From an optimization exercise on the open Yosys and OpenROAD flow, aimed at small area and a short achievable clock period; shortcuts taken in it are not production practice. Function was checked by simulation only, so behaviour that the tests miss may differ from the original.

==> v2: inputs <==
==> flow/design.v <==
module core(input clock,
	    input reset,
	    input [31:0] IF_instruction,
	    output [31:0] pc_register,
	    output [31:0] dmem_address,
	    output [31:0] dmem_write_data,
	    output dmem_write_enable,
	    output dmem_read_enable,
	    input [31:0] dmem_read_data,
	    output wb_enable,
	    output [4:0] wb_register,
	    output [31:0] wb_data);
	integer i;
	reg [31:0] pc;
	reg        id_jr, id_beq, id_we, id_load, id_store, id_use_imm;
	reg [1:0]  id_alu;           
	reg [4:0]  id_rt;
	reg [15:0] id_imm;
	reg [31:0] id_pc;
	reg [31:1] id_sel1, id_sel2;  
	reg        ex_we, ex_load, ex_store, ex_cin;
	reg [1:0]  ex_alu;
	reg [4:0]  ex_dst;
	reg [31:0] ex_p, ex_g, ex_sd;
	reg        mem_we, mem_re, mem_dwe;
	reg [4:0]  mem_dst;
	reg [31:0] mem_res, mem_sd;
	reg        wb_en;
	reg [4:0]  wb_reg;
	reg [31:0] wb_val;
	reg [31:0] rf [1:31];
	reg [31:1] rf_valid;
	reg [31:1] rf_wen;
	wire [31:1] rf_valid_next = rf_valid | rf_wen;
	wire [31:0] mem_wd = mem_re ? dmem_read_data : mem_res;
	always @(*) begin
		for (i = 1; i < 32; i = i + 1)
			rf_wen[i] = mem_we & (mem_dst == i);
	end
	always @(posedge clock) begin
		for (i = 1; i < 32; i = i + 1)
			if (rf_wen[i]) rf[i] <= mem_wd;
	end
	always @(posedge clock or posedge reset) begin
		if (reset) rf_valid <= 0;
		else rf_valid <= rf_valid_next;
	end
	wire [5:0] f_op = IF_instruction[31:26];
	wire [5:0] f_fn = IF_instruction[5:0];
	wire [4:0] f_rs = IF_instruction[25:21];
	wire [4:0] f_rt = IF_instruction[20:16];
	wire [4:0] f_rd = IF_instruction[15:11];
	wire f_rtype = (f_op == 6'h0);
	wire f_add  = f_rtype & (f_fn == 6'b100000);
	wire f_and  = f_rtype & (f_fn == 6'b100100);
	wire f_sub  = f_rtype & (f_fn == 6'b100010);
	wire f_xor  = f_rtype & (f_fn == 6'b100110);
	wire f_jr   = f_rtype & (f_fn == 6'b001000);
	wire f_addi = (f_op == 6'b001000);
	wire f_andi = (f_op == 6'b001100);
	wire f_beq  = (f_op == 6'b000100);
	wire f_lw   = (f_op == 6'b100011);
	wire f_sw   = (f_op == 6'b101011);
	wire f_itype = f_addi | f_andi | f_lw | f_sw;
	wire f_we = f_add | f_and | f_sub | f_xor | f_addi | f_andi | f_lw;
	reg [31:1] f_sel1, f_sel2;
	always @(*) begin
		for (i = 1; i < 32; i = i + 1) begin
			f_sel1[i] = (f_rs == i) & rf_valid_next[i];
			f_sel2[i] = (f_rt == i) & rf_valid_next[i];
		end
	end
	always @(posedge clock or posedge reset) begin
		if (reset) begin
			id_jr <= 0;
			id_beq <= 0;
			id_we <= 0;
			id_load <= 0;
			id_store <= 0;
		end else begin
			id_jr <= f_jr;
			id_beq <= f_beq;
			id_we <= f_we;
			id_load <= f_lw;
			id_store <= f_sw;
		end
	end
	always @(posedge clock) begin
		id_use_imm <= f_itype;
		id_alu <= {f_and | f_andi | f_xor, f_sub | f_xor};
		id_rt <= f_rt;
		id_imm <= IF_instruction[15:0];
		id_pc <= pc;
		id_sel1 <= f_sel1;
		id_sel2 <= f_sel2;
	end
	reg [31:0] rd1, rd2;
	always @(*) begin
		rd1 = 32'h0;
		rd2 = 32'h0;
		for (i = 1; i < 32; i = i + 1) begin
			rd1 = rd1 | (id_sel1[i] ? rf[i] : 32'h0);
			rd2 = rd2 | (id_sel2[i] ? rf[i] : 32'h0);
		end
	end
	wire [31:0] br_target = id_pc + {{14{id_imm[15]}}, id_imm, 2'b00};
	wire taken = id_beq & (rd1 == rd2);
	always @(posedge clock or posedge reset) begin
		if (reset) pc <= 0;
		else if (id_jr) pc <= rd1;
		else if (taken) pc <= br_target;
		else pc <= pc + 32'd4;
	end
	always @(posedge clock or posedge reset) begin
		if (reset) begin
			ex_we <= 0;
			ex_load <= 0;
			ex_store <= 0;
		end else begin
			ex_we <= id_we;
			ex_load <= id_load;
			ex_store <= id_store;
		end
	end
	wire [31:0] opb = id_use_imm ? {{16{id_imm[15]}}, id_imm} : rd2;
	wire [31:0] opb_x = opb ^ {32{id_alu[0] & ~id_alu[1]}};
	always @(posedge clock) begin
		ex_alu <= id_alu;
		ex_dst <= id_use_imm ? id_rt : id_imm[15:11];
		ex_cin <= id_alu[0] & ~id_alu[1];
		ex_p <= rd1 ^ opb_x;
		ex_g <= rd1 & opb_x;
		ex_sd <= rd2;
	end
	reg [31:0] kg [0:5];
	reg [31:0] kp [0:5];
	integer l;
	always @(*) begin
		kg[0] = ex_g;
		kp[0] = ex_p;
		kg[0][0] = ex_g[0] | (ex_p[0] & ex_cin);
		for (l = 0; l < 5; l = l + 1) begin
			for (i = 0; i < 32; i = i + 1) begin
				if (i >= (1 << l)) begin
					kg[l+1][i] = kg[l][i] | (kp[l][i] & kg[l][i - (1 << l)]);
					kp[l+1][i] = kp[l][i] & kp[l][i - (1 << l)];
				end else begin
					kg[l+1][i] = kg[l][i];
					kp[l+1][i] = kp[l][i];
				end
			end
		end
	end
	wire [31:0] carry = {kg[5][30:0], ex_cin};
	wire [31:0] sum = ex_p ^ carry;
	wire [31:0] res = ex_alu[1] ? (ex_alu[0] ? ex_p : ex_g) : sum;
	always @(posedge clock or posedge reset) begin
		if (reset) begin
			mem_we <= 0;
			mem_re <= 0;
			mem_dwe <= 0;
		end else begin
			mem_we <= ex_we;
			mem_re <= ex_we & ex_load;
			mem_dwe <= ex_store;
		end
	end
	always @(posedge clock) begin
		mem_dst <= ex_dst;
		mem_res <= res;
		mem_sd <= ex_sd;
	end
	assign dmem_address = mem_res;
	assign dmem_write_data = mem_sd;
	assign dmem_write_enable = mem_dwe;
	assign dmem_read_enable = mem_re;
	always @(posedge clock or posedge reset) begin
		if (reset) wb_en <= 0;
		else wb_en <= mem_we;
	end
	always @(posedge clock) begin
		wb_reg <= mem_dst;
		wb_val <= mem_wd;
	end
	assign wb_enable = wb_en;
	assign wb_register = wb_reg;
	assign wb_data = wb_val;
	assign pc_register = pc;
endmodule
==> flow/flow/run.sh <==
#!/bin/bash
set -euo pipefail
bash standard.sh SETUP_SLACK_MARGIN=7.5 finish > standard_flow.log 2>&1
==> flow/standard.sh <==
#!/bin/bash
# synth_recipe.tcl (not shown) runs the flow's synth.tcl, then flattens the netlist and writes it again
# the make line also repeats each setting of config.mk as NAME=value (left out here)
make -C /OpenROAD-flow-scripts/flow DESIGN_CONFIG=/design/flow/config.mk WORK_HOME=/design/flow/orfs CLKGATE_MAP_FILE= SYNTH_SCRIPT=/design/flow/synth_recipe.tcl "${@:-finish}"
==> flow/config.mk <==
export PLATFORM = sky130hd
export DESIGN_NAME = core
export DESIGN_NICKNAME = core
export VERILOG_FILES = /design/flow/design.v
export SDC_FILE = /design/flow/constraint.sdc
export NUM_CORES = 4
export LEC_CHECK = 0
export CAP_MARGIN = 20
export CORE_MARGIN = 2
export CORE_UTILIZATION = 40
export SLEW_MARGIN = 20
==> flow/constraint.sdc <==
create_clock -name core_clock -period 11.0 [get_ports {clock}]
set_input_delay 2.2000 -clock core_clock [delete_from_list [all_inputs] [get_ports {clock}]]
set_output_delay 2.2000 -clock core_clock [all_outputs]
set_load 0.01 [all_outputs]
==> v20 (differences from v2) <==
--- a/flow/design.v
+++ b/flow/design.v
@@ -18,5 +18,5 @@
 	reg [15:0] id_imm;
 	reg [31:0] id_pc;
-	reg [31:1] id_sel1, id_sel2;  
+	reg [31:0] id_rd1, id_rd2;    
 	reg        ex_we, ex_load, ex_store, ex_cin;
 	reg [1:0]  ex_alu;
@@ -32,5 +32,4 @@
 	reg [31:1] rf_valid;
 	reg [31:1] rf_wen;
-	wire [31:1] rf_valid_next = rf_valid | rf_wen;
 	wire [31:0] mem_wd = mem_re ? dmem_read_data : mem_res;
 	always @(*) begin
@@ -44,5 +43,5 @@
 	always @(posedge clock or posedge reset) begin
 		if (reset) rf_valid <= 0;
-		else rf_valid <= rf_valid_next;
+		else rf_valid <= rf_valid | rf_wen;
 	end
 	wire [5:0] f_op = IF_instruction[31:26];
@@ -50,5 +49,4 @@
 	wire [4:0] f_rs = IF_instruction[25:21];
 	wire [4:0] f_rt = IF_instruction[20:16];
-	wire [4:0] f_rd = IF_instruction[15:11];
 	wire f_rtype = (f_op == 6'h0);
 	wire f_add  = f_rtype & (f_fn == 6'b100000);
@@ -64,9 +62,15 @@
 	wire f_itype = f_addi | f_andi | f_lw | f_sw;
 	wire f_we = f_add | f_and | f_sub | f_xor | f_addi | f_andi | f_lw;
-	reg [31:1] f_sel1, f_sel2;
+	reg [31:1] f_keep;
+	reg [31:0] f_rd1, f_rd2;
 	always @(*) begin
+		f_rd1 = (mem_we & (mem_dst == f_rs)) ? mem_wd : 32'h0;
+		f_rd2 = (mem_we & (mem_dst == f_rt)) ? mem_wd : 32'h0;
+		if (f_rs == 5'd0) f_rd1 = 32'h0;
+		if (f_rt == 5'd0) f_rd2 = 32'h0;
 		for (i = 1; i < 32; i = i + 1) begin
-			f_sel1[i] = (f_rs == i) & rf_valid_next[i];
-			f_sel2[i] = (f_rt == i) & rf_valid_next[i];
+			f_keep[i] = rf_valid[i] & ~rf_wen[i];
+			f_rd1 = f_rd1 | (((f_rs == i) & f_keep[i]) ? rf[i] : 32'h0);
+			f_rd2 = f_rd2 | (((f_rt == i) & f_keep[i]) ? rf[i] : 32'h0);
 		end
 	end
@@ -92,16 +96,9 @@
 		id_imm <= IF_instruction[15:0];
 		id_pc <= pc;
-		id_sel1 <= f_sel1;
-		id_sel2 <= f_sel2;
+		id_rd1 <= f_rd1;
+		id_rd2 <= f_rd2;
 	end
-	reg [31:0] rd1, rd2;
-	always @(*) begin
-		rd1 = 32'h0;
-		rd2 = 32'h0;
-		for (i = 1; i < 32; i = i + 1) begin
-			rd1 = rd1 | (id_sel1[i] ? rf[i] : 32'h0);
-			rd2 = rd2 | (id_sel2[i] ? rf[i] : 32'h0);
-		end
-	end
+	wire [31:0] rd1 = id_rd1;
+	wire [31:0] rd2 = id_rd2;
 	wire [31:0] br_target = id_pc + {{14{id_imm[15]}}, id_imm, 2'b00};
 	wire taken = id_beq & (rd1 == rd2);
==> flow/run.sh (new file) <==
#!/bin/bash
# synth_recipe.tcl (not shown) runs the flow's synth.tcl, then flattens the netlist and writes it again
# the make line also repeats each setting of config.mk as NAME=value (left out here)
make -C /OpenROAD-flow-scripts/flow DESIGN_CONFIG=/design/flow/config.mk WORK_HOME=/design/flow/orfs CLKGATE_MAP_FILE= SYNTH_SCRIPT=/design/flow/synth_recipe.tcl finish
removed: flow/flow/run.sh
removed: flow/standard.sh
==> metrics.md <==
| Metric | Value |
|---|---|
| Fin worst setup slack | 7260 ps |
| Final core utilization | between 50% and 60% |
| Pwr/cell area | between 150 and 200 nW/um^2 |
| WS Path Type | flop to flop |
| Slew headroom | 26.0% |
| Total global-route track usage | around 37% |
| DR pass1 iterations | 17 |
| TritonCTS buffer count | 150 |
| Crit path from | id_sel2[2] |
| Data buffer area share | 8.57% |
| Clock slew at reported path FFs | 60 ps |
| Distinct cell type count after synthesis | between 70 and 80 |
| Met3 Usage GRT | between 10% and 20% |
| Crit path depth | 13 |
| Run status | timing/DRC/antenna clean |
| Top-area cell type share of the netlist area | between 50% and 60% |
| FF/Latch Area | approximately 39000 sq um |
Source of the figures above: v2

==> metrics.md <==
| Metric | Value |
|---|---|
| Run status | timing/DRC/antenna clean |
| Crit path from | IF_instruction[17] |
| Pwr/cell area | approximately 190 nW/um^2 |
| Met3 Usage GRT | 15.5% |
| WS Path Type | primary input to flop |
| Total global-route track usage | around a third |
| Data buffer area share | under 10% |
| Slew headroom | under 10% |
| Fin worst setup slack | between 6000 and 7000 ps |
| TritonCTS buffer count | 148 |
Source of the figures above: v20

-- afterwards: timing with drivers on the ports --
In the flow no input, the clock included, has a driving cell. The finished layouts below were timed again as built, in two steps. Step 1, drivers: a clkbuf_16 drives clock and a buf_2 each remaining input, both assumed. Step 2 times the ports against the registers' clock, not the clock port: input delays grow and output delays shrink by t, the midpoint of the rising clock arrivals with the driver on. a / b / c = ideal ports / drivers / drivers and shift; a / b = the first two.
| run | shift t [ns] | setup WS [ns] | worst setup path after step 2 | clock arrival spread, ns |
|---|---|---|---|---|
| v2 | 0.892 | 7.261 / 7.261 / 6.629 | input to register | 0.052 / 0.052 |
| v20 | 0.866 | 6.048 / 6.110 / 5.244 | input to register | 0.035 / 0.036 |
After both steps setup and hold are still met in every run listed. The setup slack of v20, which loses most, moves by +0.062 ns with the drivers and by -0.804 ns with both steps.
